Background: an optimization exercise with open tools, aiming at small area. Do not read the settings as production practice. Only simulation tests tie the RTL to the original design; equivalence was not proved.

==> flow/design.v (outline; a module is shown in full before it is edited, if it fits) <==
// module synapse: 1303 lines
// module fa: 4 lines
// module ha: 4 lines
// module pnand: 3 lines
// module pnor: 3 lines
module synapse #(
    parameter DW = 16, T_DW = 4
)(
    input wire clk,
    input wire rst,
    input wire en,
    input wire [DW - 1 : 0] weights_w,
    input wire write_enable,
    output reg [DW - 1 : 0] weights_r,
    input wire read_enable,
    input wire [7:0] pre_spiking,
    output reg signed [DW - 1 : 0] spking_value,
    output reg post_en,
    input wire update_en,
    input wire signed [DW - 1 : 0] learning_rate
    );
  // ...
==> flow/flow/run.sh <==
#!/bin/bash
# The standard layout, with the port buffers made from the smallest
# buffer cell instead of the default one.
set -euo pipefail
bash standard.sh "BUFFER_PORTS_ARGS=-buffer_cell sky130_fd_sc_hd__buf_1" finish > standard.log 2>&1
==> flow/standard.sh <==
#!/bin/bash
# synth_recipe.tcl (not shown) runs the flow's synth.tcl, then flattens the netlist and writes it again
# the make line also repeats each setting of config.mk as NAME=value (left out here)
make -C /OpenROAD-flow-scripts/flow DESIGN_CONFIG=/design/flow/config.mk WORK_HOME=/design/flow/orfs CLKGATE_MAP_FILE= SYNTH_SCRIPT=/design/flow/synth_recipe.tcl "${@:-finish}"
==> flow/config.mk <==
export PLATFORM = sky130hd
export DESIGN_NAME = synapse
export DESIGN_NICKNAME = synapse
export VERILOG_FILES = /design/flow/design.v
export SDC_FILE = /design/flow/constraint.sdc
export NUM_CORES = 4
export LEC_CHECK = 0
export CAP_MARGIN = 20
export CORE_MARGIN = 2
export CORE_UTILIZATION = 80
export SLEW_MARGIN = 20
export SYNTH_HIERARCHICAL = 1
export SYNTH_MINIMUM_KEEP_SIZE = 0
==> flow/constraint.sdc <==
create_clock -name core_clock -period 14.0 [get_ports {clk}]
set_input_delay 2.8000 -clock core_clock [delete_from_list [all_inputs] [get_ports {clk}]]
set_output_delay 2.8000 -clock core_clock [all_outputs]
set_load 0.01 [all_outputs]
==> qor.txt, run 1 <==
met2 WL post-DR: 23250 um
buffer share of cell area: 2.379%
final cycle utilization of the critical path: 98.64%
ANT nets after route: 0
fin cells: 2035
well tap count: 285
IO Port Bufs: 78
grt peak-use layer: met2
final hold viol count: 0
Min Hold Slack: 0.4850 ns
worst r2r src: y1[1]
xor and xnor area share after synthesis: 8.263%
EDFF count, synth: 16
Async SR Flop Fraction: 0%
Layout Skew: 0.01964 ns
Final Max Tran Viols: 0
critical path class: flip-flop to flip-flop
Post-Synth Simple-Gate Area: 12.98%
clock buffer depth: 2
Post-synth top cells: fa_1, nor2_1, nand2_1
Main synth FF type: dfxtp_1
mux share of post-synthesis cell area: 11.58%
Clock Tree Root: clkbuf_16
cts hold-fix bufs: 0
Post-Syn Area: 18490 um2
DR top layer: met4
seq_cells: 178
DRT Pass-1 Iters: 5
Multi-input comb cells: 1396
cell depth of the worst setup path: 36
Critical Path End: weights[15]
Antenna diodes: 0
DP HPWL: 34140 um
status: no timing/DRC/antenna violations
DR WL/cell: 23.42 um
total CTS buffers: 17
met3 GRT Util: 11.14%
nets: 2157
Die Area: 24340 um2
number of global-route vias before repair: 14730
pin count of the biggest net entering global routing: 69
TNS Setup: 0 ns
==> run 2: changes to the inputs <==
--- a/flow/design.v
+++ b/flow/design.v
@@ -183,228 +183,364 @@
     reg [17:0] x1, y1, x2c, y2c;
     reg [16:0] z1, z2;
     wire n1 = ~z1[16] & (|z1[15:0]) & ~cordic_temp;
     wire n2 = ~(z2[16] ^ (z2[15:0] >= 16'h6667)) & ~cordic_temp;
     wire [17:0] x1s = $signed({x1[17], x1[17:1]}) >>> iteration;
     wire [17:0] y1s = $signed({y1[17], y1[17:1]}) >>> iteration;
     wire [17:0] x2s = $signed({x2c[17], x2c[17:1]}) >>> iteration;
     wire [17:0] y2s = $signed({y2c[17], y2c[17:1]}) >>> iteration;
-    wire r1_1s, r1_1c;
-    fa r1_1u (.a(x1[0]), .b((y1s[0] ^ n1)), .c(n1), .s(r1_1s), .co(r1_1c));
-    wire r1_2s, r1_2c;
-    fa r1_2u (.a(x1[1]), .b((y1s[1] ^ n1)), .c(r1_1c), .s(r1_2s), .co(r1_2c));
-    wire r1_3s, r1_3c;
-    fa r1_3u (.a(x1[2]), .b((y1s[2] ^ n1)), .c(r1_2c), .s(r1_3s), .co(r1_3c));
-    wire r1_4s, r1_4c;
-    fa r1_4u (.a(x1[3]), .b((y1s[3] ^ n1)), .c(r1_3c), .s(r1_4s), .co(r1_4c));
-    wire r1_5s, r1_5c;
-    fa r1_5u (.a(x1[4]), .b((y1s[4] ^ n1)), .c(r1_4c), .s(r1_5s), .co(r1_5c));
-    wire r1_6s, r1_6c;
-    fa r1_6u (.a(x1[5]), .b((y1s[5] ^ n1)), .c(r1_5c), .s(r1_6s), .co(r1_6c));
-    wire r1_7s, r1_7c;
-    fa r1_7u (.a(x1[6]), .b((y1s[6] ^ n1)), .c(r1_6c), .s(r1_7s), .co(r1_7c));
-    wire r1_8s, r1_8c;
-    fa r1_8u (.a(x1[7]), .b((y1s[7] ^ n1)), .c(r1_7c), .s(r1_8s), .co(r1_8c));
-    wire r1_9s, r1_9c;
-    fa r1_9u (.a(x1[8]), .b((y1s[8] ^ n1)), .c(r1_8c), .s(r1_9s), .co(r1_9c));
-    wire r1_10s, r1_10c;
-    fa r1_10u (.a(x1[9]), .b((y1s[9] ^ n1)), .c(r1_9c), .s(r1_10s), .co(r1_10c));
-    wire r1_11s, r1_11c;
-    fa r1_11u (.a(x1[10]), .b((y1s[10] ^ n1)), .c(r1_10c), .s(r1_11s), .co(r1_11c));
-    wire r1_12s, r1_12c;
-    fa r1_12u (.a(x1[11]), .b((y1s[11] ^ n1)), .c(r1_11c), .s(r1_12s), .co(r1_12c));
-    wire r1_13s, r1_13c;
-    fa r1_13u (.a(x1[12]), .b((y1s[12] ^ n1)), .c(r1_12c), .s(r1_13s), .co(r1_13c));
-    wire r1_14s, r1_14c;
-    fa r1_14u (.a(x1[13]), .b((y1s[13] ^ n1)), .c(r1_13c), .s(r1_14s), .co(r1_14c));
-    wire r1_15s, r1_15c;
-    fa r1_15u (.a(x1[14]), .b((y1s[14] ^ n1)), .c(r1_14c), .s(r1_15s), .co(r1_15c));
-    wire r1_16s, r1_16c;
-    fa r1_16u (.a(x1[15]), .b((y1s[15] ^ n1)), .c(r1_15c), .s(r1_16s), .co(r1_16c));
-    wire r1_17s, r1_17c;
-    fa r1_17u (.a(x1[16]), .b((y1s[16] ^ n1)), .c(r1_16c), .s(r1_17s), .co(r1_17c));
-    wire r1_18 = x1[17] ^ (y1s[17] ^ n1) ^ r1_17c;
-    wire r1_19s, r1_19c;
-    fa r1_19u (.a(y1[0]), .b((x1s[0] ^ n1)), .c(n1), .s(r1_19s), .co(r1_19c));
-    wire r1_20s, r1_20c;
-    fa r1_20u (.a(y1[1]), .b((x1s[1] ^ n1)), .c(r1_19c), .s(r1_20s), .co(r1_20c));
-    wire r1_21s, r1_21c;
-    fa r1_21u (.a(y1[2]), .b((x1s[2] ^ n1)), .c(r1_20c), .s(r1_21s), .co(r1_21c));
-    wire r1_22s, r1_22c;
-    fa r1_22u (.a(y1[3]), .b((x1s[3] ^ n1)), .c(r1_21c), .s(r1_22s), .co(r1_22c));
-    wire r1_23s, r1_23c;
-    fa r1_23u (.a(y1[4]), .b((x1s[4] ^ n1)), .c(r1_22c), .s(r1_23s), .co(r1_23c));
-    wire r1_24s, r1_24c;
-    fa r1_24u (.a(y1[5]), .b((x1s[5] ^ n1)), .c(r1_23c), .s(r1_24s), .co(r1_24c));
-    wire r1_25s, r1_25c;
-    fa r1_25u (.a(y1[6]), .b((x1s[6] ^ n1)), .c(r1_24c), .s(r1_25s), .co(r1_25c));
-    wire r1_26s, r1_26c;
-    fa r1_26u (.a(y1[7]), .b((x1s[7] ^ n1)), .c(r1_25c), .s(r1_26s), .co(r1_26c));
-    wire r1_27s, r1_27c;
-    fa r1_27u (.a(y1[8]), .b((x1s[8] ^ n1)), .c(r1_26c), .s(r1_27s), .co(r1_27c));
-    wire r1_28s, r1_28c;
-    fa r1_28u (.a(y1[9]), .b((x1s[9] ^ n1)), .c(r1_27c), .s(r1_28s), .co(r1_28c));
-    wire r1_29s, r1_29c;
-    fa r1_29u (.a(y1[10]), .b((x1s[10] ^ n1)), .c(r1_28c), .s(r1_29s), .co(r1_29c));
-    wire r1_30s, r1_30c;
-    fa r1_30u (.a(y1[11]), .b((x1s[11] ^ n1)), .c(r1_29c), .s(r1_30s), .co(r1_30c));
-    wire r1_31s, r1_31c;
-    fa r1_31u (.a(y1[12]), .b((x1s[12] ^ n1)), .c(r1_30c), .s(r1_31s), .co(r1_31c));
-    wire r1_32s, r1_32c;
-    fa r1_32u (.a(y1[13]), .b((x1s[13] ^ n1)), .c(r1_31c), .s(r1_32s), .co(r1_32c));
-    wire r1_33s, r1_33c;
-    fa r1_33u (.a(y1[14]), .b((x1s[14] ^ n1)), .c(r1_32c), .s(r1_33s), .co(r1_33c));
-    wire r1_34s, r1_34c;
-    fa r1_34u (.a(y1[15]), .b((x1s[15] ^ n1)), .c(r1_33c), .s(r1_34s), .co(r1_34c));
+    wire r1_1;
+    pxor r1_1u (.a(y1s[0]), .b(n1), .y(r1_1));
+    wire r1_2;
+    pxor r1_2u (.a(y1s[1]), .b(n1), .y(r1_2));
+    wire r1_3;
+    pxor r1_3u (.a(y1s[2]), .b(n1), .y(r1_3));
+    wire r1_4;
+    pxor r1_4u (.a(y1s[3]), .b(n1), .y(r1_4));
+    wire r1_5;
+    pxor r1_5u (.a(y1s[4]), .b(n1), .y(r1_5));
+    wire r1_6;
+    pxor r1_6u (.a(y1s[5]), .b(n1), .y(r1_6));
+    wire r1_7;
+    pxor r1_7u (.a(y1s[6]), .b(n1), .y(r1_7));
+    wire r1_8;
+    pxor r1_8u (.a(y1s[7]), .b(n1), .y(r1_8));
+    wire r1_9;
+    pxor r1_9u (.a(y1s[8]), .b(n1), .y(r1_9));
+    wire r1_10;
+    pxor r1_10u (.a(y1s[9]), .b(n1), .y(r1_10));
+    wire r1_11;
+    pxor r1_11u (.a(y1s[10]), .b(n1), .y(r1_11));
+    wire r1_12;
+    pxor r1_12u (.a(y1s[11]), .b(n1), .y(r1_12));
+    wire r1_13;
+    pxor r1_13u (.a(y1s[12]), .b(n1), .y(r1_13));
+    wire r1_14;
+    pxor r1_14u (.a(y1s[13]), .b(n1), .y(r1_14));
+    wire r1_15;
+    pxor r1_15u (.a(y1s[14]), .b(n1), .y(r1_15));
+    wire r1_16;
+    pxor r1_16u (.a(y1s[15]), .b(n1), .y(r1_16));
+    wire r1_17;
+    pxor r1_17u (.a(y1s[16]), .b(n1), .y(r1_17));
+    wire r1_18;
+    pxor r1_18u (.a(x1s[0]), .b(n1), .y(r1_18));
+    wire r1_19;
+    pxor r1_19u (.a(x1s[1]), .b(n1), .y(r1_19));
+    wire r1_20;
+    pxor r1_20u (.a(x1s[2]), .b(n1), .y(r1_20));
+    wire r1_21;
+    pxor r1_21u (.a(x1s[3]), .b(n1), .y(r1_21));
+    wire r1_22;
+    pxor r1_22u (.a(x1s[4]), .b(n1), .y(r1_22));
+    wire r1_23;
+    pxor r1_23u (.a(x1s[5]), .b(n1), .y(r1_23));
+    wire r1_24;
+    pxor r1_24u (.a(x1s[6]), .b(n1), .y(r1_24));
+    wire r1_25;
+    pxor r1_25u (.a(x1s[7]), .b(n1), .y(r1_25));
+    wire r1_26;
+    pxor r1_26u (.a(x1s[8]), .b(n1), .y(r1_26));
+    wire r1_27;
+    pxor r1_27u (.a(x1s[9]), .b(n1), .y(r1_27));
+    wire r1_28;
+    pxor r1_28u (.a(x1s[10]), .b(n1), .y(r1_28));
+    wire r1_29;
+    pxor r1_29u (.a(x1s[11]), .b(n1), .y(r1_29));
+    wire r1_30;
+    pxor r1_30u (.a(x1s[12]), .b(n1), .y(r1_30));
+    wire r1_31;
+    pxor r1_31u (.a(x1s[13]), .b(n1), .y(r1_31));
+    wire r1_32;
+    pxor r1_32u (.a(x1s[14]), .b(n1), .y(r1_32));
+    wire r1_33;
+    pxor r1_33u (.a(x1s[15]), .b(n1), .y(r1_33));
+    wire r1_34;
+    pxor r1_34u (.a(x1s[16]), .b(n1), .y(r1_34));
     wire r1_35s, r1_35c;
-    fa r1_35u (.a(y1[16]), .b((x1s[16] ^ n1)), .c(r1_34c), .s(r1_35s), .co(r1_35c));
-    wire r1_36 = y1[17] ^ (x1s[17] ^ n1) ^ r1_35c;
+    fa r1_35u (.a(x1[0]), .b(r1_1), .c(n1), .s(r1_35s), .co(r1_35c));
+    wire r1_36s, r1_36c;
+    fa r1_36u (.a(x1[1]), .b(r1_2), .c(r1_35c), .s(r1_36s), .co(r1_36c));
     wire r1_37s, r1_37c;
-    fa r1_37u (.a(z1[0]), .b((tg[0] ^ n1)), .c(n1), .s(r1_37s), .co(r1_37c));
+    fa r1_37u (.a(x1[2]), .b(r1_3), .c(r1_36c), .s(r1_37s), .co(r1_37c));
     wire r1_38s, r1_38c;
-    fa r1_38u (.a(z1[1]), .b((tg[1] ^ n1)), .c(r1_37c), .s(r1_38s), .co(r1_38c));
+    fa r1_38u (.a(x1[3]), .b(r1_4), .c(r1_37c), .s(r1_38s), .co(r1_38c));
     wire r1_39s, r1_39c;
-    fa r1_39u (.a(z1[2]), .b((tg[2] ^ n1)), .c(r1_38c), .s(r1_39s), .co(r1_39c));
+    fa r1_39u (.a(x1[4]), .b(r1_5), .c(r1_38c), .s(r1_39s), .co(r1_39c));
     wire r1_40s, r1_40c;
-    fa r1_40u (.a(z1[3]), .b((tg[3] ^ n1)), .c(r1_39c), .s(r1_40s), .co(r1_40c));
+    fa r1_40u (.a(x1[5]), .b(r1_6), .c(r1_39c), .s(r1_40s), .co(r1_40c));
     wire r1_41s, r1_41c;
-    fa r1_41u (.a(z1[4]), .b((tg[4] ^ n1)), .c(r1_40c), .s(r1_41s), .co(r1_41c));
+    fa r1_41u (.a(x1[6]), .b(r1_7), .c(r1_40c), .s(r1_41s), .co(r1_41c));
     wire r1_42s, r1_42c;
-    fa r1_42u (.a(z1[5]), .b((tg[5] ^ n1)), .c(r1_41c), .s(r1_42s), .co(r1_42c));
+    fa r1_42u (.a(x1[7]), .b(r1_8), .c(r1_41c), .s(r1_42s), .co(r1_42c));
     wire r1_43s, r1_43c;
-    fa r1_43u (.a(z1[6]), .b((tg[6] ^ n1)), .c(r1_42c), .s(r1_43s), .co(r1_43c));
+    fa r1_43u (.a(x1[8]), .b(r1_9), .c(r1_42c), .s(r1_43s), .co(r1_43c));
     wire r1_44s, r1_44c;
-    fa r1_44u (.a(z1[7]), .b((tg[7] ^ n1)), .c(r1_43c), .s(r1_44s), .co(r1_44c));
+    fa r1_44u (.a(x1[9]), .b(r1_10), .c(r1_43c), .s(r1_44s), .co(r1_44c));
     wire r1_45s, r1_45c;
-    fa r1_45u (.a(z1[8]), .b((tg[8] ^ n1)), .c(r1_44c), .s(r1_45s), .co(r1_45c));
+    fa r1_45u (.a(x1[10]), .b(r1_11), .c(r1_44c), .s(r1_45s), .co(r1_45c));
     wire r1_46s, r1_46c;
-    fa r1_46u (.a(z1[9]), .b((tg[9] ^ n1)), .c(r1_45c), .s(r1_46s), .co(r1_46c));
+    fa r1_46u (.a(x1[11]), .b(r1_12), .c(r1_45c), .s(r1_46s), .co(r1_46c));
     wire r1_47s, r1_47c;
-    fa r1_47u (.a(z1[10]), .b((tg[10] ^ n1)), .c(r1_46c), .s(r1_47s), .co(r1_47c));
+    fa r1_47u (.a(x1[12]), .b(r1_13), .c(r1_46c), .s(r1_47s), .co(r1_47c));
     wire r1_48s, r1_48c;
-    fa r1_48u (.a(z1[11]), .b((tg[11] ^ n1)), .c(r1_47c), .s(r1_48s), .co(r1_48c));
+    fa r1_48u (.a(x1[13]), .b(r1_14), .c(r1_47c), .s(r1_48s), .co(r1_48c));
     wire r1_49s, r1_49c;
-    fa r1_49u (.a(z1[12]), .b((tg[12] ^ n1)), .c(r1_48c), .s(r1_49s), .co(r1_49c));
+    fa r1_49u (.a(x1[14]), .b(r1_15), .c(r1_48c), .s(r1_49s), .co(r1_49c));
     wire r1_50s, r1_50c;
-    fa r1_50u (.a(z1[13]), .b((tg[13] ^ n1)), .c(r1_49c), .s(r1_50s), .co(r1_50c));
+    fa r1_50u (.a(x1[15]), .b(r1_16), .c(r1_49c), .s(r1_50s), .co(r1_50c));
     wire r1_51s, r1_51c;
-    fa r1_51u (.a(z1[14]), .b((tg[14] ^ n1)), .c(r1_50c), .s(r1_51s), .co(r1_51c));
-    wire r1_52s, r1_52c;
-    fa r1_52u (.a(z1[15]), .b(n1), .c(r1_51c), .s(r1_52s), .co(r1_52c));
-    wire r1_53 = z1[16] ^ n1 ^ r1_52c;
-    wire [17:0] x1n = {r1_18, r1_17s, r1_16s, r1_15s, r1_14s, r1_13s, r1_12s, r1_11s, r1_10s, r1_9s, r1_8s, r1_7s, r1_6s, r1_5s, r1_4s, r1_3s, r1_2s, r1_1s};
-    wire [17:0] y1n = {r1_36, r1_35s, r1_34s, r1_33s, r1_32s, r1_31s, r1_30s, r1_29s, r1_28s, r1_27s, r1_26s, r1_25s, r1_24s, r1_23s, r1_22s, r1_21s, r1_20s, r1_19s};
-    wire [16:0] z1n = {r1_53, r1_52s, r1_51s, r1_50s, r1_49s, r1_48s, r1_47s, r1_46s, r1_45s, r1_44s, r1_43s, r1_42s, r1_41s, r1_40s, r1_39s, r1_38s, r1_37s};
-    wire r2_1s, r2_1c;
-    fa r2_1u (.a(x2c[0]), .b((y2s[0] ^ n2)), .c(~n2), .s(r2_1s), .co(r2_1c));
-    wire r2_2s, r2_2c;
-    fa r2_2u (.a(x2c[1]), .b((y2s[1] ^ n2)), .c(r2_1c), .s(r2_2s), .co(r2_2c));
-    wire r2_3s, r2_3c;
-    fa r2_3u (.a(x2c[2]), .b((y2s[2] ^ n2)), .c(r2_2c), .s(r2_3s), .co(r2_3c));
-    wire r2_4s, r2_4c;
-    fa r2_4u (.a(x2c[3]), .b((y2s[3] ^ n2)), .c(r2_3c), .s(r2_4s), .co(r2_4c));
-    wire r2_5s, r2_5c;
-    fa r2_5u (.a(x2c[4]), .b((y2s[4] ^ n2)), .c(r2_4c), .s(r2_5s), .co(r2_5c));
-    wire r2_6s, r2_6c;
-    fa r2_6u (.a(x2c[5]), .b((y2s[5] ^ n2)), .c(r2_5c), .s(r2_6s), .co(r2_6c));
-    wire r2_7s, r2_7c;
-    fa r2_7u (.a(x2c[6]), .b((y2s[6] ^ n2)), .c(r2_6c), .s(r2_7s), .co(r2_7c));
-    wire r2_8s, r2_8c;
-    fa r2_8u (.a(x2c[7]), .b((y2s[7] ^ n2)), .c(r2_7c), .s(r2_8s), .co(r2_8c));
-    wire r2_9s, r2_9c;
-    fa r2_9u (.a(x2c[8]), .b((y2s[8] ^ n2)), .c(r2_8c), .s(r2_9s), .co(r2_9c));
-    wire r2_10s, r2_10c;
-    fa r2_10u (.a(x2c[9]), .b((y2s[9] ^ n2)), .c(r2_9c), .s(r2_10s), .co(r2_10c));
-    wire r2_11s, r2_11c;
-    fa r2_11u (.a(x2c[10]), .b((y2s[10] ^ n2)), .c(r2_10c), .s(r2_11s), .co(r2_11c));
-    wire r2_12s, r2_12c;
-    fa r2_12u (.a(x2c[11]), .b((y2s[11] ^ n2)), .c(r2_11c), .s(r2_12s), .co(r2_12c));
-    wire r2_13s, r2_13c;
-    fa r2_13u (.a(x2c[12]), .b((y2s[12] ^ n2)), .c(r2_12c), .s(r2_13s), .co(r2_13c));
-    wire r2_14s, r2_14c;
-    fa r2_14u (.a(x2c[13]), .b((y2s[13] ^ n2)), .c(r2_13c), .s(r2_14s), .co(r2_14c));
-    wire r2_15s, r2_15c;
-    fa r2_15u (.a(x2c[14]), .b((y2s[14] ^ n2)), .c(r2_14c), .s(r2_15s), .co(r2_15c));
-    wire r2_16s, r2_16c;
-    fa r2_16u (.a(x2c[15]), .b((y2s[15] ^ n2)), .c(r2_15c), .s(r2_16s), .co(r2_16c));
-    wire r2_17s, r2_17c;
-    fa r2_17u (.a(x2c[16]), .b((y2s[16] ^ n2)), .c(r2_16c), .s(r2_17s), .co(r2_17c));
-    wire r2_18 = x2c[17] ^ (y2s[17] ^ n2) ^ r2_17c;
-    wire r2_19s, r2_19c;
-    fa r2_19u (.a(y2c[0]), .b((x2s[0] ^ n2)), .c(~n2), .s(r2_19s), .co(r2_19c));
-    wire r2_20s, r2_20c;
-    fa r2_20u (.a(y2c[1]), .b((x2s[1] ^ n2)), .c(r2_19c), .s(r2_20s), .co(r2_20c));
-    wire r2_21s, r2_21c;
-    fa r2_21u (.a(y2c[2]), .b((x2s[2] ^ n2)), .c(r2_20c), .s(r2_21s), .co(r2_21c));
-    wire r2_22s, r2_22c;
-    fa r2_22u (.a(y2c[3]), .b((x2s[3] ^ n2)), .c(r2_21c), .s(r2_22s), .co(r2_22c));
-    wire r2_23s, r2_23c;
-    fa r2_23u (.a(y2c[4]), .b((x2s[4] ^ n2)), .c(r2_22c), .s(r2_23s), .co(r2_23c));
-    wire r2_24s, r2_24c;
-    fa r2_24u (.a(y2c[5]), .b((x2s[5] ^ n2)), .c(r2_23c), .s(r2_24s), .co(r2_24c));
-    wire r2_25s, r2_25c;
-    fa r2_25u (.a(y2c[6]), .b((x2s[6] ^ n2)), .c(r2_24c), .s(r2_25s), .co(r2_25c));
-    wire r2_26s, r2_26c;
-    fa r2_26u (.a(y2c[7]), .b((x2s[7] ^ n2)), .c(r2_25c), .s(r2_26s), .co(r2_26c));
-    wire r2_27s, r2_27c;
-    fa r2_27u (.a(y2c[8]), .b((x2s[8] ^ n2)), .c(r2_26c), .s(r2_27s), .co(r2_27c));
-    wire r2_28s, r2_28c;
-    fa r2_28u (.a(y2c[9]), .b((x2s[9] ^ n2)), .c(r2_27c), .s(r2_28s), .co(r2_28c));
-    wire r2_29s, r2_29c;
-    fa r2_29u (.a(y2c[10]), .b((x2s[10] ^ n2)), .c(r2_28c), .s(r2_29s), .co(r2_29c));
-    wire r2_30s, r2_30c;
-    fa r2_30u (.a(y2c[11]), .b((x2s[11] ^ n2)), .c(r2_29c), .s(r2_30s), .co(r2_30c));
-    wire r2_31s, r2_31c;
-    fa r2_31u (.a(y2c[12]), .b((x2s[12] ^ n2)), .c(r2_30c), .s(r2_31s), .co(r2_31c));
-    wire r2_32s, r2_32c;
-    fa r2_32u (.a(y2c[13]), .b((x2s[13] ^ n2)), .c(r2_31c), .s(r2_32s), .co(r2_32c));
-    wire r2_33s, r2_33c;
-    fa r2_33u (.a(y2c[14]), .b((x2s[14] ^ n2)), .c(r2_32c), .s(r2_33s), .co(r2_33c));
-    wire r2_34s, r2_34c;
-    fa r2_34u (.a(y2c[15]), .b((x2s[15] ^ n2)), .c(r2_33c), .s(r2_34s), .co(r2_34c));
+    fa r1_51u (.a(x1[16]), .b(r1_17), .c(r1_50c), .s(r1_51s), .co(r1_51c));
+    wire r1_52 = x1[17] ^ r1_17 ^ r1_51c;
+    wire r1_53s, r1_53c;
+    fa r1_53u (.a(y1[0]), .b(r1_18), .c(n1), .s(r1_53s), .co(r1_53c));
+    wire r1_54s, r1_54c;
+    fa r1_54u (.a(y1[1]), .b(r1_19), .c(r1_53c), .s(r1_54s), .co(r1_54c));
+    wire r1_55s, r1_55c;
+    fa r1_55u (.a(y1[2]), .b(r1_20), .c(r1_54c), .s(r1_55s), .co(r1_55c));
+    wire r1_56s, r1_56c;
+    fa r1_56u (.a(y1[3]), .b(r1_21), .c(r1_55c), .s(r1_56s), .co(r1_56c));
+    wire r1_57s, r1_57c;
+    fa r1_57u (.a(y1[4]), .b(r1_22), .c(r1_56c), .s(r1_57s), .co(r1_57c));
+    wire r1_58s, r1_58c;
+    fa r1_58u (.a(y1[5]), .b(r1_23), .c(r1_57c), .s(r1_58s), .co(r1_58c));
+    wire r1_59s, r1_59c;
+    fa r1_59u (.a(y1[6]), .b(r1_24), .c(r1_58c), .s(r1_59s), .co(r1_59c));
+    wire r1_60s, r1_60c;
+    fa r1_60u (.a(y1[7]), .b(r1_25), .c(r1_59c), .s(r1_60s), .co(r1_60c));
+    wire r1_61s, r1_61c;
+    fa r1_61u (.a(y1[8]), .b(r1_26), .c(r1_60c), .s(r1_61s), .co(r1_61c));
+    wire r1_62s, r1_62c;
+    fa r1_62u (.a(y1[9]), .b(r1_27), .c(r1_61c), .s(r1_62s), .co(r1_62c));
+    wire r1_63s, r1_63c;
+    fa r1_63u (.a(y1[10]), .b(r1_28), .c(r1_62c), .s(r1_63s), .co(r1_63c));
+    wire r1_64s, r1_64c;
+    fa r1_64u (.a(y1[11]), .b(r1_29), .c(r1_63c), .s(r1_64s), .co(r1_64c));
+    wire r1_65s, r1_65c;
+    fa r1_65u (.a(y1[12]), .b(r1_30), .c(r1_64c), .s(r1_65s), .co(r1_65c));
+    wire r1_66s, r1_66c;
+    fa r1_66u (.a(y1[13]), .b(r1_31), .c(r1_65c), .s(r1_66s), .co(r1_66c));
+    wire r1_67s, r1_67c;
+    fa r1_67u (.a(y1[14]), .b(r1_32), .c(r1_66c), .s(r1_67s), .co(r1_67c));
+    wire r1_68s, r1_68c;
+    fa r1_68u (.a(y1[15]), .b(r1_33), .c(r1_67c), .s(r1_68s), .co(r1_68c));
+    wire r1_69s, r1_69c;
+    fa r1_69u (.a(y1[16]), .b(r1_34), .c(r1_68c), .s(r1_69s), .co(r1_69c));
+    wire r1_70 = y1[17] ^ r1_34 ^ r1_69c;
+    wire r1_71s, r1_71c;
+    fa r1_71u (.a(z1[0]), .b((tg[0] ^ n1)), .c(n1), .s(r1_71s), .co(r1_71c));
+    wire r1_72s, r1_72c;
+    fa r1_72u (.a(z1[1]), .b((tg[1] ^ n1)), .c(r1_71c), .s(r1_72s), .co(r1_72c));
+    wire r1_73s, r1_73c;
+    fa r1_73u (.a(z1[2]), .b((tg[2] ^ n1)), .c(r1_72c), .s(r1_73s), .co(r1_73c));
+    wire r1_74s, r1_74c;
+    fa r1_74u (.a(z1[3]), .b((tg[3] ^ n1)), .c(r1_73c), .s(r1_74s), .co(r1_74c));
+    wire r1_75s, r1_75c;
+    fa r1_75u (.a(z1[4]), .b((tg[4] ^ n1)), .c(r1_74c), .s(r1_75s), .co(r1_75c));
+    wire r1_76s, r1_76c;
+    fa r1_76u (.a(z1[5]), .b((tg[5] ^ n1)), .c(r1_75c), .s(r1_76s), .co(r1_76c));
+    wire r1_77s, r1_77c;
+    fa r1_77u (.a(z1[6]), .b((tg[6] ^ n1)), .c(r1_76c), .s(r1_77s), .co(r1_77c));
+    wire r1_78s, r1_78c;
+    fa r1_78u (.a(z1[7]), .b((tg[7] ^ n1)), .c(r1_77c), .s(r1_78s), .co(r1_78c));
+    wire r1_79s, r1_79c;
+    fa r1_79u (.a(z1[8]), .b((tg[8] ^ n1)), .c(r1_78c), .s(r1_79s), .co(r1_79c));
+    wire r1_80s, r1_80c;
+    fa r1_80u (.a(z1[9]), .b((tg[9] ^ n1)), .c(r1_79c), .s(r1_80s), .co(r1_80c));
+    wire r1_81s, r1_81c;
+    fa r1_81u (.a(z1[10]), .b((tg[10] ^ n1)), .c(r1_80c), .s(r1_81s), .co(r1_81c));
+    wire r1_82s, r1_82c;
+    fa r1_82u (.a(z1[11]), .b((tg[11] ^ n1)), .c(r1_81c), .s(r1_82s), .co(r1_82c));
+    wire r1_83s, r1_83c;
+    fa r1_83u (.a(z1[12]), .b((tg[12] ^ n1)), .c(r1_82c), .s(r1_83s), .co(r1_83c));
+    wire r1_84s, r1_84c;
+    fa r1_84u (.a(z1[13]), .b((tg[13] ^ n1)), .c(r1_83c), .s(r1_84s), .co(r1_84c));
+    wire r1_85s, r1_85c;
+    fa r1_85u (.a(z1[14]), .b((tg[14] ^ n1)), .c(r1_84c), .s(r1_85s), .co(r1_85c));
+    wire r1_86s, r1_86c;
+    fa r1_86u (.a(z1[15]), .b(n1), .c(r1_85c), .s(r1_86s), .co(r1_86c));
+    wire r1_87 = z1[16] ^ n1 ^ r1_86c;
+    wire [17:0] x1n = {r1_52, r1_51s, r1_50s, r1_49s, r1_48s, r1_47s, r1_46s, r1_45s, r1_44s, r1_43s, r1_42s, r1_41s, r1_40s, r1_39s, r1_38s, r1_37s, r1_36s, r1_35s};
+    wire [17:0] y1n = {r1_70, r1_69s, r1_68s, r1_67s, r1_66s, r1_65s, r1_64s, r1_63s, r1_62s, r1_61s, r1_60s, r1_59s, r1_58s, r1_57s, r1_56s, r1_55s, r1_54s, r1_53s};
+    wire [16:0] z1n = {r1_87, r1_86s, r1_85s, r1_84s, r1_83s, r1_82s, r1_81s, r1_80s, r1_79s, r1_78s, r1_77s, r1_76s, r1_75s, r1_74s, r1_73s, r1_72s, r1_71s};
+    wire r2_1;
+    pxor r2_1u (.a(y2s[0]), .b(n2), .y(r2_1));
+    wire r2_2;
+    pxor r2_2u (.a(y2s[1]), .b(n2), .y(r2_2));
+    wire r2_3;
+    pxor r2_3u (.a(y2s[2]), .b(n2), .y(r2_3));
+    wire r2_4;
+    pxor r2_4u (.a(y2s[3]), .b(n2), .y(r2_4));
+    wire r2_5;
+    pxor r2_5u (.a(y2s[4]), .b(n2), .y(r2_5));
+    wire r2_6;
+    pxor r2_6u (.a(y2s[5]), .b(n2), .y(r2_6));
+    wire r2_7;
+    pxor r2_7u (.a(y2s[6]), .b(n2), .y(r2_7));
+    wire r2_8;
+    pxor r2_8u (.a(y2s[7]), .b(n2), .y(r2_8));
+    wire r2_9;
+    pxor r2_9u (.a(y2s[8]), .b(n2), .y(r2_9));
+    wire r2_10;
+    pxor r2_10u (.a(y2s[9]), .b(n2), .y(r2_10));
+    wire r2_11;
+    pxor r2_11u (.a(y2s[10]), .b(n2), .y(r2_11));
+    wire r2_12;
+    pxor r2_12u (.a(y2s[11]), .b(n2), .y(r2_12));
+    wire r2_13;
+    pxor r2_13u (.a(y2s[12]), .b(n2), .y(r2_13));
+    wire r2_14;
+    pxor r2_14u (.a(y2s[13]), .b(n2), .y(r2_14));
+    wire r2_15;
+    pxor r2_15u (.a(y2s[14]), .b(n2), .y(r2_15));
+    wire r2_16;
+    pxor r2_16u (.a(y2s[15]), .b(n2), .y(r2_16));
+    wire r2_17;
+    pxor r2_17u (.a(y2s[16]), .b(n2), .y(r2_17));
+    wire r2_18;
+    pxor r2_18u (.a(x2s[0]), .b(n2), .y(r2_18));
+    wire r2_19;
+    pxor r2_19u (.a(x2s[1]), .b(n2), .y(r2_19));
+    wire r2_20;
+    pxor r2_20u (.a(x2s[2]), .b(n2), .y(r2_20));
+    wire r2_21;
+    pxor r2_21u (.a(x2s[3]), .b(n2), .y(r2_21));
+    wire r2_22;
+    pxor r2_22u (.a(x2s[4]), .b(n2), .y(r2_22));
+    wire r2_23;
+    pxor r2_23u (.a(x2s[5]), .b(n2), .y(r2_23));
+    wire r2_24;
+    pxor r2_24u (.a(x2s[6]), .b(n2), .y(r2_24));
+    wire r2_25;
+    pxor r2_25u (.a(x2s[7]), .b(n2), .y(r2_25));
+    wire r2_26;
+    pxor r2_26u (.a(x2s[8]), .b(n2), .y(r2_26));
+    wire r2_27;
+    pxor r2_27u (.a(x2s[9]), .b(n2), .y(r2_27));
+    wire r2_28;
+    pxor r2_28u (.a(x2s[10]), .b(n2), .y(r2_28));
+    wire r2_29;
+    pxor r2_29u (.a(x2s[11]), .b(n2), .y(r2_29));
+    wire r2_30;
+    pxor r2_30u (.a(x2s[12]), .b(n2), .y(r2_30));
+    wire r2_31;
+    pxor r2_31u (.a(x2s[13]), .b(n2), .y(r2_31));
+    wire r2_32;
+    pxor r2_32u (.a(x2s[14]), .b(n2), .y(r2_32));
+    wire r2_33;
+    pxor r2_33u (.a(x2s[15]), .b(n2), .y(r2_33));
+    wire r2_34;
+    pxor r2_34u (.a(x2s[16]), .b(n2), .y(r2_34));
     wire r2_35s, r2_35c;
-    fa r2_35u (.a(y2c[16]), .b((x2s[16] ^ n2)), .c(r2_34c), .s(r2_35s), .co(r2_35c));
-    wire r2_36 = y2c[17] ^ (x2s[17] ^ n2) ^ r2_35c;
+    fa r2_35u (.a(x2c[0]), .b(r2_1), .c(~n2), .s(r2_35s), .co(r2_35c));
+    wire r2_36s, r2_36c;
+    fa r2_36u (.a(x2c[1]), .b(r2_2), .c(r2_35c), .s(r2_36s), .co(r2_36c));
     wire r2_37s, r2_37c;
-    fa r2_37u (.a(z2[0]), .b((tg[0] ^ ~n2)), .c(~n2), .s(r2_37s), .co(r2_37c));
+    fa r2_37u (.a(x2c[2]), .b(r2_3), .c(r2_36c), .s(r2_37s), .co(r2_37c));
     wire r2_38s, r2_38c;
-    fa r2_38u (.a(z2[1]), .b((tg[1] ^ ~n2)), .c(r2_37c), .s(r2_38s), .co(r2_38c));
+    fa r2_38u (.a(x2c[3]), .b(r2_4), .c(r2_37c), .s(r2_38s), .co(r2_38c));
     wire r2_39s, r2_39c;
-    fa r2_39u (.a(z2[2]), .b((tg[2] ^ ~n2)), .c(r2_38c), .s(r2_39s), .co(r2_39c));
+    fa r2_39u (.a(x2c[4]), .b(r2_5), .c(r2_38c), .s(r2_39s), .co(r2_39c));
     wire r2_40s, r2_40c;
-    fa r2_40u (.a(z2[3]), .b((tg[3] ^ ~n2)), .c(r2_39c), .s(r2_40s), .co(r2_40c));
+    fa r2_40u (.a(x2c[5]), .b(r2_6), .c(r2_39c), .s(r2_40s), .co(r2_40c));
     wire r2_41s, r2_41c;
-    fa r2_41u (.a(z2[4]), .b((tg[4] ^ ~n2)), .c(r2_40c), .s(r2_41s), .co(r2_41c));
+    fa r2_41u (.a(x2c[6]), .b(r2_7), .c(r2_40c), .s(r2_41s), .co(r2_41c));
     wire r2_42s, r2_42c;
-    fa r2_42u (.a(z2[5]), .b((tg[5] ^ ~n2)), .c(r2_41c), .s(r2_42s), .co(r2_42c));
+    fa r2_42u (.a(x2c[7]), .b(r2_8), .c(r2_41c), .s(r2_42s), .co(r2_42c));
     wire r2_43s, r2_43c;
-    fa r2_43u (.a(z2[6]), .b((tg[6] ^ ~n2)), .c(r2_42c), .s(r2_43s), .co(r2_43c));
+    fa r2_43u (.a(x2c[8]), .b(r2_9), .c(r2_42c), .s(r2_43s), .co(r2_43c));
     wire r2_44s, r2_44c;
-    fa r2_44u (.a(z2[7]), .b((tg[7] ^ ~n2)), .c(r2_43c), .s(r2_44s), .co(r2_44c));
+    fa r2_44u (.a(x2c[9]), .b(r2_10), .c(r2_43c), .s(r2_44s), .co(r2_44c));
     wire r2_45s, r2_45c;
-    fa r2_45u (.a(z2[8]), .b((tg[8] ^ ~n2)), .c(r2_44c), .s(r2_45s), .co(r2_45c));
+    fa r2_45u (.a(x2c[10]), .b(r2_11), .c(r2_44c), .s(r2_45s), .co(r2_45c));
     wire r2_46s, r2_46c;
-    fa r2_46u (.a(z2[9]), .b((tg[9] ^ ~n2)), .c(r2_45c), .s(r2_46s), .co(r2_46c));
+    fa r2_46u (.a(x2c[11]), .b(r2_12), .c(r2_45c), .s(r2_46s), .co(r2_46c));
     wire r2_47s, r2_47c;
-    fa r2_47u (.a(z2[10]), .b((tg[10] ^ ~n2)), .c(r2_46c), .s(r2_47s), .co(r2_47c));
+    fa r2_47u (.a(x2c[12]), .b(r2_13), .c(r2_46c), .s(r2_47s), .co(r2_47c));
     wire r2_48s, r2_48c;
-    fa r2_48u (.a(z2[11]), .b((tg[11] ^ ~n2)), .c(r2_47c), .s(r2_48s), .co(r2_48c));
+    fa r2_48u (.a(x2c[13]), .b(r2_14), .c(r2_47c), .s(r2_48s), .co(r2_48c));
     wire r2_49s, r2_49c;
-    fa r2_49u (.a(z2[12]), .b((tg[12] ^ ~n2)), .c(r2_48c), .s(r2_49s), .co(r2_49c));
+    fa r2_49u (.a(x2c[14]), .b(r2_15), .c(r2_48c), .s(r2_49s), .co(r2_49c));
     wire r2_50s, r2_50c;
-    fa r2_50u (.a(z2[13]), .b((tg[13] ^ ~n2)), .c(r2_49c), .s(r2_50s), .co(r2_50c));
+    fa r2_50u (.a(x2c[15]), .b(r2_16), .c(r2_49c), .s(r2_50s), .co(r2_50c));
     wire r2_51s, r2_51c;
-    fa r2_51u (.a(z2[14]), .b((tg[14] ^ ~n2)), .c(r2_50c), .s(r2_51s), .co(r2_51c));
-    wire r2_52s, r2_52c;
-    fa r2_52u (.a(z2[15]), .b(~n2), .c(r2_51c), .s(r2_52s), .co(r2_52c));
-    wire r2_53 = z2[16] ^ ~n2 ^ r2_52c;
-    wire [17:0] x2n = {r2_18, r2_17s, r2_16s, r2_15s, r2_14s, r2_13s, r2_12s, r2_11s, r2_10s, r2_9s, r2_8s, r2_7s, r2_6s, r2_5s, r2_4s, r2_3s, r2_2s, r2_1s};
-    wire [17:0] y2n = {r2_36, r2_35s, r2_34s, r2_33s, r2_32s, r2_31s, r2_30s, r2_29s, r2_28s, r2_27s, r2_26s, r2_25s, r2_24s, r2_23s, r2_22s, r2_21s, r2_20s, r2_19s};
-    wire [16:0] z2n = {r2_53, r2_52s, r2_51s, r2_50s, r2_49s, r2_48s, r2_47s, r2_46s, r2_45s, r2_44s, r2_43s, r2_42s, r2_41s, r2_40s, r2_39s, r2_38s, r2_37s};
+    fa r2_51u (.a(x2c[16]), .b(r2_17), .c(r2_50c), .s(r2_51s), .co(r2_51c));
+    wire r2_52 = x2c[17] ^ r2_17 ^ r2_51c;
+    wire r2_53s, r2_53c;
+    fa r2_53u (.a(y2c[0]), .b(r2_18), .c(~n2), .s(r2_53s), .co(r2_53c));
+    wire r2_54s, r2_54c;
+    fa r2_54u (.a(y2c[1]), .b(r2_19), .c(r2_53c), .s(r2_54s), .co(r2_54c));
+    wire r2_55s, r2_55c;
+    fa r2_55u (.a(y2c[2]), .b(r2_20), .c(r2_54c), .s(r2_55s), .co(r2_55c));
+    wire r2_56s, r2_56c;
+    fa r2_56u (.a(y2c[3]), .b(r2_21), .c(r2_55c), .s(r2_56s), .co(r2_56c));
+    wire r2_57s, r2_57c;
+    fa r2_57u (.a(y2c[4]), .b(r2_22), .c(r2_56c), .s(r2_57s), .co(r2_57c));
+    wire r2_58s, r2_58c;
+    fa r2_58u (.a(y2c[5]), .b(r2_23), .c(r2_57c), .s(r2_58s), .co(r2_58c));
+    wire r2_59s, r2_59c;
+    fa r2_59u (.a(y2c[6]), .b(r2_24), .c(r2_58c), .s(r2_59s), .co(r2_59c));
+    wire r2_60s, r2_60c;
+    fa r2_60u (.a(y2c[7]), .b(r2_25), .c(r2_59c), .s(r2_60s), .co(r2_60c));
+    wire r2_61s, r2_61c;
+    fa r2_61u (.a(y2c[8]), .b(r2_26), .c(r2_60c), .s(r2_61s), .co(r2_61c));
+    wire r2_62s, r2_62c;
+    fa r2_62u (.a(y2c[9]), .b(r2_27), .c(r2_61c), .s(r2_62s), .co(r2_62c));
+    wire r2_63s, r2_63c;
+    fa r2_63u (.a(y2c[10]), .b(r2_28), .c(r2_62c), .s(r2_63s), .co(r2_63c));
+    wire r2_64s, r2_64c;
+    fa r2_64u (.a(y2c[11]), .b(r2_29), .c(r2_63c), .s(r2_64s), .co(r2_64c));
+    wire r2_65s, r2_65c;
+    fa r2_65u (.a(y2c[12]), .b(r2_30), .c(r2_64c), .s(r2_65s), .co(r2_65c));
+    wire r2_66s, r2_66c;
+    fa r2_66u (.a(y2c[13]), .b(r2_31), .c(r2_65c), .s(r2_66s), .co(r2_66c));
+    wire r2_67s, r2_67c;
+    fa r2_67u (.a(y2c[14]), .b(r2_32), .c(r2_66c), .s(r2_67s), .co(r2_67c));
+    wire r2_68s, r2_68c;
+    fa r2_68u (.a(y2c[15]), .b(r2_33), .c(r2_67c), .s(r2_68s), .co(r2_68c));
+    wire r2_69s, r2_69c;
+    fa r2_69u (.a(y2c[16]), .b(r2_34), .c(r2_68c), .s(r2_69s), .co(r2_69c));
+    wire r2_70 = y2c[17] ^ r2_34 ^ r2_69c;
+    wire r2_71s, r2_71c;
+    fa r2_71u (.a(z2[0]), .b((tg[0] ^ ~n2)), .c(~n2), .s(r2_71s), .co(r2_71c));
+    wire r2_72s, r2_72c;
+    fa r2_72u (.a(z2[1]), .b((tg[1] ^ ~n2)), .c(r2_71c), .s(r2_72s), .co(r2_72c));
+    wire r2_73s, r2_73c;
+    fa r2_73u (.a(z2[2]), .b((tg[2] ^ ~n2)), .c(r2_72c), .s(r2_73s), .co(r2_73c));
+    wire r2_74s, r2_74c;
+    fa r2_74u (.a(z2[3]), .b((tg[3] ^ ~n2)), .c(r2_73c), .s(r2_74s), .co(r2_74c));
+    wire r2_75s, r2_75c;
+    fa r2_75u (.a(z2[4]), .b((tg[4] ^ ~n2)), .c(r2_74c), .s(r2_75s), .co(r2_75c));
+    wire r2_76s, r2_76c;
+    fa r2_76u (.a(z2[5]), .b((tg[5] ^ ~n2)), .c(r2_75c), .s(r2_76s), .co(r2_76c));
+    wire r2_77s, r2_77c;
+    fa r2_77u (.a(z2[6]), .b((tg[6] ^ ~n2)), .c(r2_76c), .s(r2_77s), .co(r2_77c));
+    wire r2_78s, r2_78c;
+    fa r2_78u (.a(z2[7]), .b((tg[7] ^ ~n2)), .c(r2_77c), .s(r2_78s), .co(r2_78c));
+    wire r2_79s, r2_79c;
+    fa r2_79u (.a(z2[8]), .b((tg[8] ^ ~n2)), .c(r2_78c), .s(r2_79s), .co(r2_79c));
+    wire r2_80s, r2_80c;
+    fa r2_80u (.a(z2[9]), .b((tg[9] ^ ~n2)), .c(r2_79c), .s(r2_80s), .co(r2_80c));
+    wire r2_81s, r2_81c;
+    fa r2_81u (.a(z2[10]), .b((tg[10] ^ ~n2)), .c(r2_80c), .s(r2_81s), .co(r2_81c));
+    wire r2_82s, r2_82c;
+    fa r2_82u (.a(z2[11]), .b((tg[11] ^ ~n2)), .c(r2_81c), .s(r2_82s), .co(r2_82c));
+    wire r2_83s, r2_83c;
+    fa r2_83u (.a(z2[12]), .b((tg[12] ^ ~n2)), .c(r2_82c), .s(r2_83s), .co(r2_83c));
+    wire r2_84s, r2_84c;
+    fa r2_84u (.a(z2[13]), .b((tg[13] ^ ~n2)), .c(r2_83c), .s(r2_84s), .co(r2_84c));
+    wire r2_85s, r2_85c;
+    fa r2_85u (.a(z2[14]), .b((tg[14] ^ ~n2)), .c(r2_84c), .s(r2_85s), .co(r2_85c));
+    wire r2_86s, r2_86c;
+    fa r2_86u (.a(z2[15]), .b(~n2), .c(r2_85c), .s(r2_86s), .co(r2_86c));
+    wire r2_87 = z2[16] ^ ~n2 ^ r2_86c;
+    wire [17:0] x2n = {r2_52, r2_51s, r2_50s, r2_49s, r2_48s, r2_47s, r2_46s, r2_45s, r2_44s, r2_43s, r2_42s, r2_41s, r2_40s, r2_39s, r2_38s, r2_37s, r2_36s, r2_35s};
+    wire [17:0] y2n = {r2_70, r2_69s, r2_68s, r2_67s, r2_66s, r2_65s, r2_64s, r2_63s, r2_62s, r2_61s, r2_60s, r2_59s, r2_58s, r2_57s, r2_56s, r2_55s, r2_54s, r2_53s};
+    wire [16:0] z2n = {r2_87, r2_86s, r2_85s, r2_84s, r2_83s, r2_82s, r2_81s, r2_80s, r2_79s, r2_78s, r2_77s, r2_76s, r2_75s, r2_74s, r2_73s, r2_72s, r2_71s};
     always @(posedge clk)
         if (load) begin
             x1 <= 18'd39567; y1 <= 0; z1 <= theta_m;
             x2c <= ~18'd39567; y2c <= ~18'd0; z2 <= {theta_m[16] ^ weights[15], theta_m[15:0]};
         end else begin
             x1 <= x1n; y1 <= y1n; z1 <= z1n;
             x2c <= x2n; y2c <= y2n; z2 <= z2n;
         end
@@ -1310,8 +1446,11 @@
     assign co = a & b;
 endmodule
 module pnand(input a, b, output y);
     assign y = ~(a & b);
 endmodule
 module pnor(input a, b, output y);
     assign y = ~(a | b);
 endmodule
+module pxor(input a, b, output y);
+    assign y = a ^ b;
+endmodule
==> flow/config.mk (replaced) <==
export PLATFORM = sky130hd
export DESIGN_NAME = synapse
export DESIGN_NICKNAME = synapse
export VERILOG_FILES = /design/flow/design.v
export SDC_FILE = /design/flow/constraint.sdc
export NUM_CORES = 4
export LEC_CHECK = 0
export CAP_MARGIN = 20
export CORE_MARGIN = 2
export CORE_UTILIZATION = 75
export SLEW_MARGIN = 20
export SYNTH_HIERARCHICAL = 1
export SYNTH_MINIMUM_KEEP_SIZE = 0
==> run 2 against run 1 <==
  * Register-to-register slack improved by 0.20 ns
  * Worst setup slack improved by 0.20 ns
  * Highest routed layer unchanged
  * Via count decreased by 3.1%
  * Final area fell by 0.22%
  * Still clean on timing, DRC and antenna
  * Global-route usage decreased by 4.4 points
  * Hold slack lost 0.0089 ns
  * Sequential cell count stayed put
  * First-iteration DRC count rose by 5.4%
  * Fmax up 1.4%
  * Clock-buffer cell count did not move
  * Clock skew down 0.0050 ns
==> qor.txt, run 2 <==
status: no timing/DRC/antenna violations
GR Util All Layers: 37.85%
R2R Path End: weights[15]
PnR worst setup slack: 0.3869 ns
first-pass GRT wire length: 74550 um
H-tree depth: 4
Worst R2R Path Depth: 36
clock buffer depth: 2 (unchanged)
final setup fails: 0
Multi-input gate area: 14120 um2
ANT nets after route: 0 (unchanged)
Post-Syn Nets: 2112
Syn Area/Cell: 10.79 um2
max_cap viols: 0
Sink Count: 178
fin cells: 2083 (+2.4%)
critical path class: flip-flop to flip-flop
Critical-path top delay cell: fa_2
nets: 2166 (+0.42%)
Max Clk Rate: 73.46 MHz
total CTS buffers: 17 (unchanged)
initial antenna violation count: 0
Post-synth top cells: fa_1, nand2_1, nor2_1
GP Congestion: 0.9672
commonest non-fill, non-tap cell in the layout: fa_1
top-level I/O count: 79
Total Routed Length: 45520 um
Final Cell Area: 19620 um2
met3 wire length: 4317 um
core area: 24110 um2
register area: 3732 um2
final cycle utilization of the critical path: 97.24% (-1.4 points)
final hold viol count: 0 (unchanged)
Remaining DRCs: 0
post-synthesis register bit count: 178
Min Hold Slack: 0.4762 ns (-0.008854 ns)
IO Port Bufs: 78 (unchanged)
EDFF count, synth: 16 (unchanged)
most common cell in the synthesized netlist: fa_1
hold path endpoint: post_en
worst slew pin tran: 1.106 ns
die width: 160.0 um
P&R area growth vs syn: 7.498%
Clock Latency Late Sink: 0.45 ns
CP Capture Type: flip-flop
worst r2r src: y1[1]
Post-Place Worst Slack: 0.01142 ns
crit path time final: 13.61 ns
RSZ-0062 raised after global routing: no
most frequent cells in the layout: fa_1, nand2_1, nor2_1, dfxtp_1, xor2_1
number of global-route vias before repair: 13780 (-6.5%)
crit-path max cell delay: 0.60 ns
DRT iter0 DRCs: 1504
# rows: 57
Layout Skew: 0.01465 ns (-0.004986 ns)
initial core utilization: 75.73%
vias per cell: 6.401
via count: 13330
met2 WL post-DR: 21840 um (-6.1%)
Synth top area share: 35.97%
slew margin rel.: 26.26%
Clock Tree Root: clkbuf_16
gr ovfl total: 0
Hold Path Depth: 2
Synth area leader: fa_1
DP HPWL: 33640 um (-1.5%)
TNS Setup: 0 ns (unchanged)
count of unique library cells instantiated by Yosys: 44
Post-Syn Area: 18260 um2 (-1.3%)
DRT Pass-1 Iters: 8 (+3)
Die Area: 25600 um2 (+5.2%)
Synthesis Warnings: 7
Main synth FF type: dfxtp_1
Worst Path Arrival: 13.95 ns
CTS tree: done
min-delay src: post_en
sequential area share after synthesis: 20.40%
placed cell areas: 18860 um2
M1 WL: 17510 um
FF-to-FF setup slack: 0.39 ns
DR WL/cell: 21.85 um (-6.7%)
Post-Syn Instances: 1692
min-delay worst type: flip-flop to flip-flop
pin count of the biggest net entering global routing: 71 (+2.9%)
layout cell share with drive strength beyond 1: 12.11%
Antenna diodes: 0 (unchanged)
Async SR Flop Fraction: 0% (unchanged)
Synth area leaders: fa_1, dfxtp_1, mux4_2
crit path launch type: flip-flop
CP Data Required Time: 14.34 ns
most frequent CP cell: fa_2
Placed Cells incl. Taps: 2043
Die Ht: 160.0 um
CTS clk-pin slew, worst paths: 0.09 ns
Final Max Tran Viols: 0 (unchanged)
fillers: 1483
DR top layer: met4
critical path peak fanout: 3
[run 2: changes by cell type after synthesis, moves of 7 or more]
cell     delta
mux2_2      -8
a21oi_1    -18
o31ai_1     -7
xor2_1     +36
xnor2_2    -18
xnor2_1    -20
and2_1      -9
mux4_2     +12
mux2i_1    -13
nand2_1    +53
[run 2: critical path, delay by kind of cell (launching register included)]
kind                     cells  cell delay, ns
adder cells (fa/ha/maj)     28           11.95
XOR/XNOR                     5            0.74
flip-flops                   1            0.35
AO/OA/AOI/OAI                1            0.31
AND/OR/NAND/NOR              2            0.16
[run 2: Yosys stat by module, one instance, submodules excluded]
module / flip-flops and latches / cell area [um2]
synapse: 178 / 9923
fa: 0 / 20.02
ha: 0 / 12.51
pxor: 0 / 8.758
pnand: 0 / 3.754
pnor: 0 / 3.754
[run 2: cell families after synthesis]
kind of cell	count (synthesis)	share of synthesized area, %
AND/OR/NAND/NOR	603	14.10
flip-flops	178	20.40
buffers and inverters	122	2.721
AO/OA/AOI/OAI	124	4.126
adder cells (fa/ha/maj)	374	39.12
XOR/XNOR	157	7.533
multiplexers	134	12.00
[run 2: through the flow]
| step | util [%] |
|---|---|
| 3_3_place_gp | 78.23 |
| 4_1_cts | 80.92 |
| 5_1_grt | 81.41 |
| 6_report | 81.41 |
| 3_5_place_dp | 78.23 |
| 2_1_floorplan | - |
[run 2: cell type report]
type | count | area share (%)
clock buffers | 17 | 2.168
clock inverters | 15 | 1.135
inverters | 46 | 0.8799
multi-input cells | 1392 | 71.97
flip-flops and latches | 178 | 19.02
well taps | 324 | 2.066
repair buffers | 111 | 2.767
[run 2: how the worst max path moves through the flow]
stage	start	end	slack (ns)	depth (start not counted)
2_1_floorplan	y1[1]	weights[15]	0.62	36
3_3_place_gp	y1[1]	weights[15]	0.30	36
3_5_place_dp	y1[1]	weights[15]	0.01	36
4_1_cts	y1[1]	weights[15]	0.001	36
5_1_grt	y1[1]	weights[15]	0.02	36
6_report	y1[1]	weights[15]	0.39	36
[run 2: per-layer routing]
| metal | track usage (%) | vias to the layer above |
|---|---|---|
| met4 | 14.21 | 0 |
| met5 | 0 | - |
| met3 | 8.935 | 148 |
| met1 | 52.86 | 6721 |
| met2 | 59.07 | 789 |
| li1 | - | 5675 |
[run 2: what timing repair did]
item,4_1_cts,5_1_grt
hold buffers,0,0
endpoints found under the setup margin,1,1
cloned,0,0
setup buffers,0,7
resized for setup,1,24
pin swaps,0,22
==> run 3: changes to the inputs <==
--- a/flow/config.mk
+++ b/flow/config.mk
@@ -7,7 +7,7 @@
 export LEC_CHECK = 0
 export CAP_MARGIN = 20
 export CORE_MARGIN = 2
-export CORE_UTILIZATION = 75
+export CORE_UTILIZATION = 65
 export SLEW_MARGIN = 20
 export SYNTH_HIERARCHICAL = 1
 export SYNTH_MINIMUM_KEEP_SIZE = 0
==> run 3 against run 2 <==
  * Synthesized cell count did not move
  * Worst setup slack improved by 0.13 ns
  * Critical path depth did not move
  * Fmax rose by 0.94%
  * Global-route usage fell by 4.9 points
  * Clock-buffer cell count did not move
  * Die area rose by 15%
  * First-iteration DRC count fell by 18%
  * Core utilization fell by 10 points
  * Via count fell by 3.0%
  * Final cell count rose by 2.8%
==> qor.txt, run 3 <==
post-synthesis register bit count: 178 (unchanged)
Die Ht: 171.6 um (+7.2%)
top-level I/O count: 79 (unchanged)
layout cell share with drive strength beyond 1: 12.48% (+0.37 points)
Min Hold Slack: 0.4736 ns (-0.002602 ns)
worst slew pin tran: 1.088 ns (-0.01769 ns)
most frequent cells in the layout: fa_1, nand2_1, nor2_1, dfxtp_1, xor2_1
PnR worst setup slack: 0.5141 ns (+0.1272 ns)
Main synth FF type: dfxtp_1
Max Clk Rate: 74.15 MHz (+0.94%)
RSZ-0062 raised after global routing: no
crit path time final: 13.49 ns (-0.1272 ns)
largest family of logic cells by synthesized area: adder cells
gr ovfl total: 0 (unchanged)
Post-Synth Simple-Gate Area: 14.10% (unchanged)
Clock Tree Root: clkbuf_16
final setup fails: 0 (unchanged)
DP HPWL: 34220 um (+1.7%)
placed cell areas: 18930 um2 (+0.40%)
fin cells: 2141 (+2.8%)
Critical-path top delay cell: fa_2
clock buffer depth: 2 (unchanged)
Remaining DRCs: 0 (unchanged)
max_cap viols: 0 (unchanged)
nets: 2170 (+0.18%)
initial antenna violation count: 0 (unchanged)
H-tree depth: 4 (unchanged)
min-delay worst type: flip-flop to flip-flop
critical path peak fanout: 4 (+1)
first-pass GRT wire length: 73060 um (-2.0%)
mux share of post-synthesis cell area: 12.00% (unchanged)
final cycle utilization of the critical path: 96.33% (-0.91 points)
DRT iter0 DRCs: 1226 (-18%)
GP Congestion: 0.9463 (-2.2%)
core area: 27710 um2 (+15%)
pin count of the biggest net entering global routing: 71 (unchanged)
Sink Count: 178 (unchanged)
critical path class: flip-flop to flip-flop
Antenna diodes: 0 (unchanged)
Worst R2R Path Depth: 36 (unchanged)
CP Capture Type: flip-flop
Layout Skew: 0.01340 ns (-0.001250 ns)
Synth top area share: 35.97% (unchanged)
DR WL/cell: 20.94 um (-4.2%)
Synth area leaders: fa_1, dfxtp_1, mux4_2
ANT nets after route: 0 (unchanged)
Syn Area/Cell: 10.79 um2 (unchanged)
Worst Path Arrival: 13.83 ns (-0.12 ns)
CTS clk-pin slew, worst paths: 0.09 ns (about the same)
crit path launch type: flip-flop
slew margin rel.: 27.33% (+1.1 points)
# rows: 61 (+7.0%)
CP Data Required Time: 14.35 ns (about the same)
via count: 12930 (-3.0%)
EDFF count, synth: 16 (unchanged)
die width: 171.6 um (+7.2%)
commonest non-fill, non-tap cell in the layout: fa_1
vias per cell: 6.038 (-5.7%)
Post-Syn Instances: 1692 (unchanged)
DRT Pass-1 Iters: 6 (-2)
final hold viol count: 0 (unchanged)
Die Area: 29440 um2 (+15%)
total CTS buffers: 17 (unchanged)
xor and xnor area share after synthesis: 7.533% (unchanged)
initial core utilization: 65.89% (-9.8 points)
Total Routed Length: 44840 um (-1.5%)
sequential area share after synthesis: 20.40% (unchanged)
CTS tree: done
number of global-route vias before repair: 13300 (-3.4%)
Post-Syn Area: 18260 um2 (unchanged)
Placed Cells incl. Taps: 2098 (+2.7%)
Adder-Cell Fraction of Synth Area: 39.12% (unchanged)
Synth Area in Compound Gates: 4.126% (unchanged)
Clock Latency Late Sink: 0.46 ns (about the same)
status: no timing/DRC/antenna violations
Hold Path Depth: 2 (unchanged)
Post-synth top cells: fa_1, nand2_1, nor2_1
count of unique library cells instantiated by Yosys: 44 (unchanged)
Worst Setup SP: y1[1]
Post-Syn Nets: 2112 (unchanged)
IO Port Bufs: 78 (unchanged)
worst r2r src: y1[1]
GR Util All Layers: 32.97% (-4.9 points)
Async SR Flop Fraction: 0% (unchanged)
most common cell in the synthesized netlist: fa_1
crit-path max cell delay: 0.58 ns (-0.02 ns)
Synth area leader: fa_1
Post-Place Worst Slack: 0.01827 ns (+0.006859 ns)
P&R area growth vs syn: 8.013%
TNS Setup: 0 ns (unchanged)
Synthesis Warnings: 7 (unchanged)
Final Max Tran Viols: 0 (unchanged)
min-delay src: post_en
Final Cell Area: 19720 um2 (+0.48%)
==> run 3: cell types whose count changed in the layout (fill, tap and decap cells not counted), sizes merged <==
cell | before | now
clkinv | 5 | 10
inv | 56 | 51
buf | 109 | 113
==> run 3: per-stage QoR <==
stage | util [%]
3_3_place_gp | 68.33
2_1_floorplan | -
4_1_cts | 70.85
5_1_grt | 71.17
6_report | 71.17
3_5_place_dp | 68.33
==> run 3: timing repair <==
| item | in CTS | in global routing |
|---|---|---|
| gates resized for setup | 5 | 23 |
| hold buffers | 0 | 0 |
| setup buffers | 7 | 4 |
| setup endpoints to repair | 1 | 1 |
| pin swaps | 7 | 23 |
==> run 3: modules after synthesis, one instance, submodules excluded <==
module   flip-flops and latches  cell area [um2]  times used
pxor                          0            8.758          68
pnand                         0            3.754          65
ha                            0            12.51          35
synapse                     178             9923           1
pnor                          0            3.754         130
fa                            0            20.02         328
==> run 3: layer usage <==
| layer | GRT usage (%) | share of wire [%] | vias to the layer above |
|---|---|---|---|
| met5 | 3.478 | 0.23 | - |
| met4 | 9.764 | 2.6 | 2 |
| met3 | 9.250 | 8.8 | 94 |
| met2 | 51.93 | 48 | 552 |
| met1 | 44.74 | 40 | 6593 |
| li1 | - | - | 5686 |
==> run 3: cell type report <==
class                           instances  area [um2]
Multi-Input combinational cell       1392       14130
Fill cell                            2098        7988
Sequential cell                       178        3735
Timing Repair Buffer                  115       573.1
Tap cell                              378       473.0
Clock buffer                           17       425.4
Clock inverter                         15       209.0
Inverter                               46       172.7
==> run 3: critical path: cells and delay by family (launching register included) <==
family	cells	cell delay, ns
adder cells (fa/ha/maj)	28	11.79
XOR/XNOR	5	0.76
flip-flops	1	0.35
AO/OA/AOI/OAI	1	0.33
AND/OR/NAND/NOR	2	0.14
==> run 3: worst paths after layout <==
path,to,slack (ns)
setup / recovery,weights[15],0.51
hold / removal,post_en,0.47
setup reg to reg,weights[15],0.51
hold reg to reg,post_en,0.47
==> run 3: cells by family (layout without fill, tap and decap cells) <==
| kind of cell | count (synthesis) | in the layout |
|---|---|---|
| AOI/OAI and AO/OA | 124 | 124 |
| xor gates and xnor gates | 157 | 157 |
| adders and majority gates | 374 | 374 |
| buffers and inverters | 122 | 193 |
| DFF | 178 | 178 |
| muxes | 134 | 134 |
| and+or+nand+nor | 603 | 603 |

what the ideal ports hide:
No port has a modelled driver above. Below, the same layouts with a new extraction and two added sets of constraints.
Step 1: set_driving_cell puts a clkbuf_16 on clk and a buf_2 on each other input, an assumption about the parent block.
Step 2 adds t to the input delays and takes it off the output delays; t is the mean of the earliest and latest rising clock arrival at the registers after step 1. Input paths then give back, and output paths get back, about the clock's delay inside the block.
a / b / c = ideal ports / drivers / drivers and shift; a / b = the first two.
run | t (ns) | setup slack, ns | latest minus earliest clock arrival (ns) | slew at the worst register clock pin (ns) | pins driven straight from the clock port
run 1 | 0.500 | 0.190 / 0.190 / 0.190 | 0.020 / 0.020 | 0.09 / 0.09 | 1
run 2 | 0.498 | 0.387 / 0.387 / 0.387 | 0.014 / 0.014 | 0.09 / 0.09 | 1
run 3 | 0.510 | 0.514 / 0.514 / 0.514 | 0.013 / 0.013 | 0.09 / 0.09 | 1
After both steps setup and hold are still met in every run listed.
